Context: an optimization exercise on an open-source flow, tuned for small area. The choices shown serve that exercise and are no tape-out recipe. At most, simulation tests tie the RTL to the original design; equivalence was not proved. Power is estimated from default activity; no workload was simulated.

== the baseline ==
// UNIT_FINAL
module UNIT_FINAL(
    input        clk,
    input        sys_rst_n,
    input        ad_in,
    output       adclk,
    input        TEM,
    input        rx,
    input  [3:0] ERR,
    output       tx,
    output       cs_n,
    output       K_1,
    output       K_2,
    output       K_3,
    output       K_4,
    output       LED1,
    output       LED2,
    output       LED3,
    output       LED4,
    output       LED5,
    output       LED7,
    output       LED8,
    output       LED9,
    output       LED10
);
Size in the first run: roughly 4900 um2 of cells after synthesis.
==> module err_high_detect, before the edit <==
module err_high_detect (
    input  clk,
    input  rst_n,
    input  err,
    output led
);
    reg       e;     
    reg [2:0] st;
    wire chg  = err ^ e;
    wire full = st[2] & ~st[1];
    always @(posedge clk or negedge rst_n)
        if (!rst_n) begin
            e  <= 1'b1;
            st <= 3'b000;
        end else begin
            e     <= err;
            st[2] <= ~chg & (st[2] | st[1]);
            st[1] <= ~chg & st[0];
            st[0] <= ~chg & ~st[2];
        end
    assign led = ~full | e;
endmodule
Settings: LEC_CHECK=0, CAP_MARGIN=20, CORE_MARGIN=2, CORE_UTILIZATION=40, CTS_BUF_LIST=sky130_fd_sc_hd__clkbuf_4, CTS_CLUSTER_DIAMETER=100, CTS_CLUSTER_SIZE=50, SLEW_MARGIN=20; clock period 25.0 ns.
run.sh (not shown) runs the stock make flow with config.mk's settings and CLKGATE_MAP_FILE= SYNTH_SCRIPT=/design/flow/synth_recipe.tcl, a recipe that flattens the netlist after the stock synthesis.
Modified inputs, the candidate compared to the baseline
--- a/flow/design.v
+++ b/flow/design.v
@@ -108,25 +108,24 @@
     input  rst_n,
     input  err,
     output led
 );
     reg       e;     
     reg [2:0] st;
-    wire chg  = err ^ e;
-    wire full = st[2] & ~st[1];
     always @(posedge clk or negedge rst_n)
         if (!rst_n) begin
             e  <= 1'b1;
-            st <= 3'b000;
-        end else begin
-            e     <= err;
-            st[2] <= ~chg & (st[2] | st[1]);
-            st[1] <= ~chg & st[0];
-            st[0] <= ~chg & ~st[2];
-        end
-    assign led = ~full | e;
+            st <= 3'd0;
+        end else begin
+            e <= err;
+            if (err != e)
+                st <= 3'd0;
+            else if (st != 3'd5)
+                st <= st + 3'd1;
+        end
+    assign led = (st != 3'd5) | e;
 endmodule
 module uart_rx (
     input            sys_clk,
     input            sys_rst_n,
     input            rx,
     output reg [7:0] po_data,
## What came out
The higher post-detailed-route via-to-cell ratio of the baseline and the candidate is in the candidate. Taking the candidate as 1.0, the baseline lands at 0.923 on total area of multi-input combinational cells. Taking the baseline over the candidate, the post-synthesis net count ratio works out to 0.924. Status: compound-cell area share of the yosys netlist parity (the baseline, the candidate). As of the candidate, total power had risen by more than 10% compared to the baseline. The met3 wire length in the candidate sits about 2% below the value recorded for the baseline. Comparing the baseline and the candidate, horizontal die dimension is higher on the candidate.
No functional check of the RTL was part of the candidate.

* * *

lane 1:
UNIT_FINAL, a different RTL version from the one above (not shown whole).
For scale: roughly 25 I/O pins.
==> module ad, before the edit <==
module ad (
    input  clk,
    input  rst_n,
    input  ad_in,
    output adclk,
    output cs_n,
    output LED1,
    output LED2,
    output LED3,
    output LED4
);
    reg       a;    
    reg [4:0] m;    
    reg [7:0] h;    
    reg [3:0] w;    
    localparam [4:0] M_0 = 5'd0, M_3 = 5'd7, M_17 = 5'd15, M_19 = 5'd29;
    wire m_end = (m == M_19);
    wire l_end = a & m_end;
    wire t_ok  = w[3] & w[0];
    always @(posedge clk or negedge rst_n)
        if (!rst_n) begin
            a <= 1'b1;
            m <= M_3;
            h <= 8'd97;
            w <= 4'd0;
        end else begin
            m <= m_end ? M_0 : {m[3:0], ~(m[4] ^ m[2])};
            if (m_end)
                a <= ~a;
            if (l_end)
                h <= (h == 8'd199) ? 8'd0 : h + 8'd1;
            if (!t_ok && h == 8'd135 && a && m == M_17)
                w <= w + 4'd1;
        end
    wire l_lo = ~a;
    assign cs_n  = ~((h < 8'd17) || (h == 8'd17 && l_lo));
    assign adclk = ~((h != 8'd0) && (h <= 8'd16) && l_lo);
    localparam Z = 3'b000, E86 = 3'b001, E8B = 3'b010, EC0 = 3'b011;
    localparam C4 = 3'b100, C1 = 3'b101, C2 = 3'b110, C3 = 3'b111;
    reg  [2:0] s;
    wire       samp = ~a && m_end && (h < 8'd16);
    wire [3:0] p    = h[3:0];
    wire [2:0] sp   = (p == 4'd0) ? Z : s;
    wire       b    = ad_in;
    wire [15:0] K860 = 16'h0860, K8B0 = 16'h08B0, KC0C = 16'h0C0C;
    wire c860 = K860[4'd15 - p];
    wire c8B0 = K8B0[4'd15 - p];
    wire cC0C = KC0C[4'd15 - p];
    reg [2:0] sn;
    always @(*) begin
        sn = sp;
        case (sp)
            Z:   if (b) sn = (p < 4'd4) ? C4 : (p == 4'd4) ? E86 : C1;
            E86: if (p <= 4'd8) begin
                     if (p == 4'd5)      sn = b ? EC0 : E86;
                     else if (p == 4'd8) sn = b ? E8B : E86;
                     else if (b)         sn = C3;
                 end else begin
                     if (b & ~c860)      sn = C2;
                     else if (~b & c860) sn = C1;
                 end
            E8B: if (b & ~c8B0)      sn = C3;
                 else if (~b & c8B0) sn = C2;
            EC0: if (b & ~cC0C)      sn = C4;
                 else if (~b & cC0C) sn = C3;
            default: sn = sp;
        endcase
    end
    always @(posedge clk)
        if (samp)
            s <= sn;
    wire win = (h > 8'd17) || (h == 8'd17 && a && m != M_0);
    reg       led4;
    reg [1:0] k;
    always @(posedge clk or negedge rst_n)
        if (!rst_n) begin
            led4 <= 1'b1;
            k    <= 2'b00;
        end else if (!t_ok) begin
            led4 <= 1'b1;
            k    <= 2'b00;
        end else if (win) begin
            case (s[1:0])
                2'b00: begin                  
                    led4 <= 1'b1;
                    k    <= {1'b0, s[2]};
                end
                2'b01: led4 <= 1'b0;           
                default: begin                
                    led4 <= 1'b1;
                    k    <= {1'b1, ~s[0]};
                end
            endcase
        end
    assign LED1 = (k != 2'b01);
    assign LED2 = (k != 2'b10);
    assign LED3 = (k != 2'b11);
    assign LED4 = led4;
endmodule
==> module err_high_detect, before the edit <==
module err_high_detect (
    input  clk,
    input  rst_n,
    input  err,
    output led
);
    reg       en;    
    reg [2:0] st;
    wire chg  = ~(err ^ en);
    wire full = st[2] & ~st[1];
    always @(posedge clk or negedge rst_n)
        if (!rst_n) begin
            en <= 1'b0;
            st <= 3'b000;
        end else begin
            en    <= ~err;
            st[2] <= ~chg & (st[2] | st[1]);
            st[1] <= ~chg & st[0];
            st[0] <= ~chg & ~st[2];
        end
    assign led = ~(full & en);
endmodule
==> module uart_tx, before the edit <==
module uart_tx (
    input        sys_clk,
    input        sys_rst_n,
    input  [7:0] rx_data,
    input        drop,
    input  [3:0] shifted,
    input        rx_flag,
    output reg   tx
);
    localparam STOP = 4'd8, IDLE = 4'd9, CHAIN = 4'd10, START = 4'd11;
    localparam [12:0] MASK = 13'b1010101010101;
    localparam [12:0] Q_M1 = 13'h1000, Q_4165 = 13'd6425;
    reg [12:0] baud_reg;
    reg [3:0]  state;
    wire [2:0]  t        = shifted[2:0];
    wire [2:0]  sel      = state[2:0] - t;
    wire        use_drop = shifted[3] || ({1'b0, t} == {1'b0, state[2:0]} + 4'd1);
    wire [12:0] q        = baud_reg ^ MASK;
    wire        work_en  = (state != IDLE);
    wire        q_lo     = (q[12:2] == 11'd0);
    wire        q_1      = q_lo & ~q[1] & q[0];           
    wire        bit_flag = work_en & q_lo & q[1] & q[0];  
    wire        stop     = bit_flag && state == STOP;
    wire        start    = rx_flag && (!work_en || stop);
    wire        load     = !work_en || (q == Q_4165);
    wire [12:0] q_next   = start ? Q_M1 :
                           load  ? 13'd0 : {q[11:0], ~(q[12] ^ q[11])};
    always @(posedge sys_clk)
        baud_reg <= q_next ^ MASK;
    always @(posedge sys_clk or negedge sys_rst_n)
        if (!sys_rst_n) begin
            state <= IDLE;
            tx    <= 1'b1;
        end else begin
            if (start)
                state <= START;
            else if (rx_flag && state == STOP && q_1)
                state <= CHAIN;
            else if (stop)
                state <= IDLE;
            else if (bit_flag && state == CHAIN)
                state <= START;
            else if (bit_flag && state == START)
                state <= 4'd0;
            else if (bit_flag)
                state <= state + 4'd1;          
            if (bit_flag)
                case (state)
                    START:           tx <= 1'b0;
                    STOP, CHAIN:     tx <= 1'b1;
                    default:         tx <= use_drop ? drop : rx_data[sel];
                endcase
        end
endmodule
==> flow/config.mk <==
export PLATFORM = sky130hd
export DESIGN_NAME = UNIT_FINAL
export DESIGN_NICKNAME = UNIT_FINAL
export VERILOG_FILES = /design/flow/design.v
export SDC_FILE = /design/flow/constraint.sdc
export NUM_CORES = 4
export LEC_CHECK = 0
export CAP_MARGIN = 20
export CORE_MARGIN = 2
export CORE_UTILIZATION = 40
export SLEW_MARGIN = 20
==> flow/constraint.sdc <==
create_clock -name core_clock -period 25.0 [get_ports {clk}]
set_input_delay 5.0000 -clock core_clock [delete_from_list [all_inputs] [get_ports {clk}]]
set_output_delay 5.0000 -clock core_clock [all_outputs]
set_load 0.01 [all_outputs]
standard.sh (not shown) runs the stock make flow with config.mk's settings and CLKGATE_MAP_FILE= SYNTH_SCRIPT=/design/flow/synth_recipe.tcl, a recipe that flattens the netlist after the stock synthesis.
==> flow/flow/run.sh <==
#!/bin/bash
# Layout flow: the standard synthesis; then ABC maps the combinational
# logic again for area (several scripts, the smallest result is kept), with
# every register cell kept as the synthesis made it; then the standard
# layout, with single-drive port buffers and a clock tree built without dummy
# loads. Each tool writes its full output to a log file in this folder.
set -euo pipefail
W=$(pwd)
RES=$W/orfs/results/$FLOW_PLATFORM/UNIT_FINAL/base
LIB=$FLOW_HOME/platforms/$FLOW_PLATFORM/lib/sky130_fd_sc_hd__tt_025C_1v80.lib
YOSYS=$FLOW_HOME/../tools/install/yosys/bin/yosys
[[ -x $YOSYS ]] || YOSYS=yosys

# 1. standard synthesis
bash standard.sh "$RES/1_2_yosys.v" > synth.log 2>&1
cp "$RES/1_2_yosys.v" "$W/synth_standard.v"

# 2. area re-mapping of the logic between the registers
SCRIPTS=(
  "+&get,-n;&st;&dc2;&dch,-f;&nf,-R,1000;&put;strash;&get,-n;&dch,-f;&nf,-R,1000;&put;topo;dnsize"
  "+&get,-n;&st;&dch,-f;&nf,-R,1000;&put;topo;dnsize"
  "+&get,-n;&st;&dc2;&dch,-f;&nf,-R,1000;&put;strash;&get,-n;&dc2;&dch,-f;&nf,-R,1000;&put;strash;&get,-n;&dch,-f;&nf,-R,1000;&put;topo;dnsize"
  "+strash;ifraig;dc2;dch,-f;amap;topo;dnsize;strash;dch,-f;amap;topo;dnsize"
)
best=""; best_area=""
for i in "${!SCRIPTS[@]}"; do
  cat > "$W/remap$i.ys" <<EOS
read_liberty -ignore_miss_func $LIB
read_verilog $W/synth_standard.v
hierarchy -top $FLOW_TOP
setattr -mod -set keep_hierarchy 1 sky130_fd_sc_hd__df* sky130_fd_sc_hd__edf* sky130_fd_sc_hd__sdf* sky130_fd_sc_hd__sedf* sky130_fd_sc_hd__dl* sky130_fd_sc_hd__conb*
flatten
opt_clean -purge
abc -liberty $LIB -dont_use sky130_fd_sc_hd__probe_p_8 -dont_use sky130_fd_sc_hd__probec_p_8 -dont_use sky130_fd_sc_hd__lpflow_bleeder_1 -dont_use sky130_fd_sc_hd__lpflow_clkbufkapwr_1 -dont_use sky130_fd_sc_hd__lpflow_clkbufkapwr_16 -dont_use sky130_fd_sc_hd__lpflow_clkbufkapwr_2 -dont_use sky130_fd_sc_hd__lpflow_clkbufkapwr_4 -dont_use sky130_fd_sc_hd__lpflow_clkbufkapwr_8 -dont_use sky130_fd_sc_hd__lpflow_clkinvkapwr_1 -dont_use sky130_fd_sc_hd__lpflow_clkinvkapwr_16 -dont_use sky130_fd_sc_hd__lpflow_clkinvkapwr_2 -dont_use sky130_fd_sc_hd__lpflow_clkinvkapwr_4 -dont_use sky130_fd_sc_hd__lpflow_clkinvkapwr_8 -dont_use sky130_fd_sc_hd__lpflow_decapkapwr_12 -dont_use sky130_fd_sc_hd__lpflow_decapkapwr_3 -dont_use sky130_fd_sc_hd__lpflow_decapkapwr_4 -dont_use sky130_fd_sc_hd__lpflow_decapkapwr_6 -dont_use sky130_fd_sc_hd__lpflow_decapkapwr_8 -dont_use sky130_fd_sc_hd__lpflow_inputiso0n_1 -dont_use sky130_fd_sc_hd__lpflow_inputiso0p_1 -dont_use sky130_fd_sc_hd__lpflow_inputiso1n_1 -dont_use sky130_fd_sc_hd__lpflow_inputiso1p_1 -dont_use sky130_fd_sc_hd__lpflow_inputisolatch_1 -dont_use sky130_fd_sc_hd__lpflow_isobufsrc_1 -dont_use sky130_fd_sc_hd__lpflow_isobufsrc_16 -dont_use sky130_fd_sc_hd__lpflow_isobufsrc_2 -dont_use sky130_fd_sc_hd__lpflow_isobufsrc_4 -dont_use sky130_fd_sc_hd__lpflow_isobufsrc_8 -dont_use sky130_fd_sc_hd__lpflow_isobufsrckapwr_16 -dont_use sky130_fd_sc_hd__lpflow_lsbuf_lh_hl_isowell_tap_1 -dont_use sky130_fd_sc_hd__lpflow_lsbuf_lh_hl_isowell_tap_2 -dont_use sky130_fd_sc_hd__lpflow_lsbuf_lh_hl_isowell_tap_4 -dont_use sky130_fd_sc_hd__lpflow_lsbuf_lh_isowell_4 -dont_use sky130_fd_sc_hd__lpflow_lsbuf_lh_isowell_tap_1 -dont_use sky130_fd_sc_hd__lpflow_lsbuf_lh_isowell_tap_2 -dont_use sky130_fd_sc_hd__lpflow_lsbuf_lh_isowell_tap_4 -dont_use sky130_fd_sc_hd__fill_1 -dont_use sky130_fd_sc_hd__fill_2 -dont_use sky130_fd_sc_hd__fill_4 -dont_use sky130_fd_sc_hd__fill_8  -script ${SCRIPTS[$i]}
opt_clean -purge
tee -o $W/remap$i.stat stat -liberty $LIB
select $FLOW_TOP
write_verilog -selected -noattr -nohex -nodec $W/synth_remap$i.v
EOS
  if $YOSYS -s "$W/remap$i.ys" > "remap$i.log" 2>&1; then
    a=$(grep -m1 "Chip area for module '.$FLOW_TOP'" "$W/remap$i.stat" | awk '{print $NF}')
    echo "script $i: area $a" >> remap_choice.log
    if [[ -n "$a" ]] && { [[ -z "$best_area" ]] || awk -v a="$a" -v b="$best_area" 'BEGIN{exit !(a < b)}'; }; then
      best=$i; best_area=$a
    fi
  fi
done
echo "chosen: script $best, area $best_area" >> remap_choice.log
cp "$W/synth_remap$best.v" "$RES/1_2_yosys.v"
touch "$RES/1_2_yosys.v"

# 3. standard layout
export BUFFER_PORTS_ARGS="-buffer_cell sky130_fd_sc_hd__buf_1"
export CTS_ARGS="-sink_clustering_enable -repair_clock_nets -dont_use_dummy_load -buf_list sky130_fd_sc_hd__clkbuf_8"
bash standard.sh > layout.log 2>&1
Per the final summary, lane 1 finished and its layout is clean on timing, DRC and antenna.
--- input diff lane 1..lane 2 ---
diff --git a/flow/design.v b/flow/design.v
--- a/flow/design.v
+++ b/flow/design.v
@@ -9,36 +9,30 @@
     output LED3,
     output LED4
 );
-    reg       a;    
-    reg [4:0] m;    
+    reg [5:0] l;    
     reg [7:0] h;    
     reg [3:0] w;    
-    localparam [4:0] M_0 = 5'd0, M_3 = 5'd7, M_17 = 5'd15, M_19 = 5'd29;
-    wire m_end = (m == M_19);
-    wire l_end = a & m_end;
+    wire l_end = (l == 6'd39);
     wire t_ok  = w[3] & w[0];
     always @(posedge clk or negedge rst_n)
         if (!rst_n) begin
-            a <= 1'b1;
-            m <= M_3;
+            l <= 6'd23;
             h <= 8'd97;
             w <= 4'd0;
         end else begin
-            m <= m_end ? M_0 : {m[3:0], ~(m[4] ^ m[2])};
-            if (m_end)
-                a <= ~a;
+            l <= l_end ? 6'd0 : l + 6'd1;
             if (l_end)
                 h <= (h == 8'd199) ? 8'd0 : h + 8'd1;
-            if (!t_ok && h == 8'd135 && a && m == M_17)
+            if (!t_ok && h == 8'd135 && l == 6'd37)
                 w <= w + 4'd1;
         end
-    wire l_lo = ~a;
+    wire l_lo = (l < 6'd20);
     assign cs_n  = ~((h < 8'd17) || (h == 8'd17 && l_lo));
     assign adclk = ~((h != 8'd0) && (h <= 8'd16) && l_lo);
     localparam Z = 3'b000, E86 = 3'b001, E8B = 3'b010, EC0 = 3'b011;
     localparam C4 = 3'b100, C1 = 3'b101, C2 = 3'b110, C3 = 3'b111;
     reg  [2:0] s;
-    wire       samp = ~a && m_end && (h < 8'd16);
+    wire       samp = (l == 6'd19) && (h < 8'd16);
     wire [3:0] p    = h[3:0];
     wire [2:0] sp   = (p == 4'd0) ? Z : s;
     wire       b    = ad_in;
@@ -69,7 +63,7 @@
     always @(posedge clk)
         if (samp)
             s <= sn;
-    wire win = (h > 8'd17) || (h == 8'd17 && a && m != M_0);
+    wire win = (h > 8'd17) || (h == 8'd17 && l >= 6'd21);
     reg       led4;
     reg [1:0] k;
     always @(posedge clk or negedge rst_n)
@@ -137,21 +131,21 @@
     input  err,
     output led
 );
-    reg       en;    
+    reg       e;     
     reg [2:0] st;
-    wire chg  = ~(err ^ en);
+    wire chg  = err ^ e;
     wire full = st[2] & ~st[1];
     always @(posedge clk or negedge rst_n)
         if (!rst_n) begin
-            en <= 1'b0;
+            e  <= 1'b1;
             st <= 3'b000;
         end else begin
-            en    <= ~err;
+            e     <= err;
             st[2] <= ~chg & (st[2] | st[1]);
             st[1] <= ~chg & st[0];
             st[0] <= ~chg & ~st[2];
         end
-    assign led = ~(full & en);
+    assign led = ~full | e;
 endmodule
 module uart_rx (
     input            sys_clk,
@@ -218,9 +212,8 @@
     localparam [12:0] Q_M1 = 13'h1000, Q_4165 = 13'd6425;
     reg [12:0] baud_reg;
     reg [3:0]  state;
-    wire [2:0]  t        = shifted[2:0];
-    wire [2:0]  sel      = state[2:0] - t;
-    wire        use_drop = shifted[3] || ({1'b0, t} == {1'b0, state[2:0]} + 4'd1);
+    wire [8:0]  bits     = {rx_data, drop};
+    wire [3:0]  sel      = {1'b0, state[2:0]} + 4'd1 - shifted;
     wire [12:0] q        = baud_reg ^ MASK;
     wire        work_en  = (state != IDLE);
     wire        q_lo     = (q[12:2] == 11'd0);
@@ -254,7 +247,7 @@
                 case (state)
                     START:           tx <= 1'b0;
                     STOP, CHAIN:     tx <= 1'b1;
-                    default:         tx <= use_drop ? drop : rx_data[sel];
+                    default:         tx <= bits[sel];
                 endcase
         end
 endmodule
- Summary of the comparison: worst hold slack is higher in lane 2, relative to lane 1.
- | buffer and inverter count on the worst path | lane 2 vs lane 1 | 1 higher |
- In the reports for lane 2 and lane 1, the smaller part of the cycle the worst path needs belongs to lane 2.
- Between lane 2 and lane 1, the clock power is lower for lane 2.
- Final critical-path required period in lane 2 is 210 ps lower than in lane 1
- Lane 2 vs lane 1: net count after synthesis up by more than 10%
- Core occupancy in the finished layout essentially unchanged between lane 1 and lane 2.
- Of lane 2 and lane 1, the run reporting the lower switching power total was lane 2.
- Going from lane 1 to lane 2, clock power share grows by 0.2 points.
- Lane 2 vs lane 1, endpoint of the most critical setup path: cs_n vs adclk
- Diff lane 2..lane 1 | cell area | negligible
- Lane 2 vs. lane 1: total number of nets in the final design now larger, final standard cell count with taps included and fillers excluded now larger.

==> what the ideal ports hide <==
The flow's constraints put no driver on any port. The routed layouts listed below were extracted and timed again, unchanged, in two steps.
Step 1: set_driving_cell puts a clkbuf_16 on clk and a buf_2 on each other input, an assumption about the parent block.
Step 2 times the ports against the registers' clock, not the clock port: input delays grow and output delays shrink by t, the midpoint of the rising clock arrivals with the driver on.
Three values: ideal, step 1, step 2; two values: the first two.
| run | shift t [ns] | setup slack, ns | hold WS [ns] | slew at the worst register clock pin (ns) |
|---|---|---|---|---|
| the baseline | 0.538 | 17.588 / 17.558 / 18.097 | 0.359 / 0.359 / 0.359 | 0.11 / 0.11 |
| the candidate | 0.524 | 17.603 / 17.571 / 18.095 | 0.359 / 0.359 / 0.359 | 0.11 / 0.11 |
| lane 1 | 0.378 | 17.998 / 17.967 / 18.345 | 0.361 / 0.361 / 0.361 | 0.10 / 0.10 |
| lane 2 | 0.369 | 18.207 / 18.178 / 18.547 | 0.365 / 0.365 / 0.365 | 0.10 / 0.10 |
After both steps every run listed still meets setup and hold.
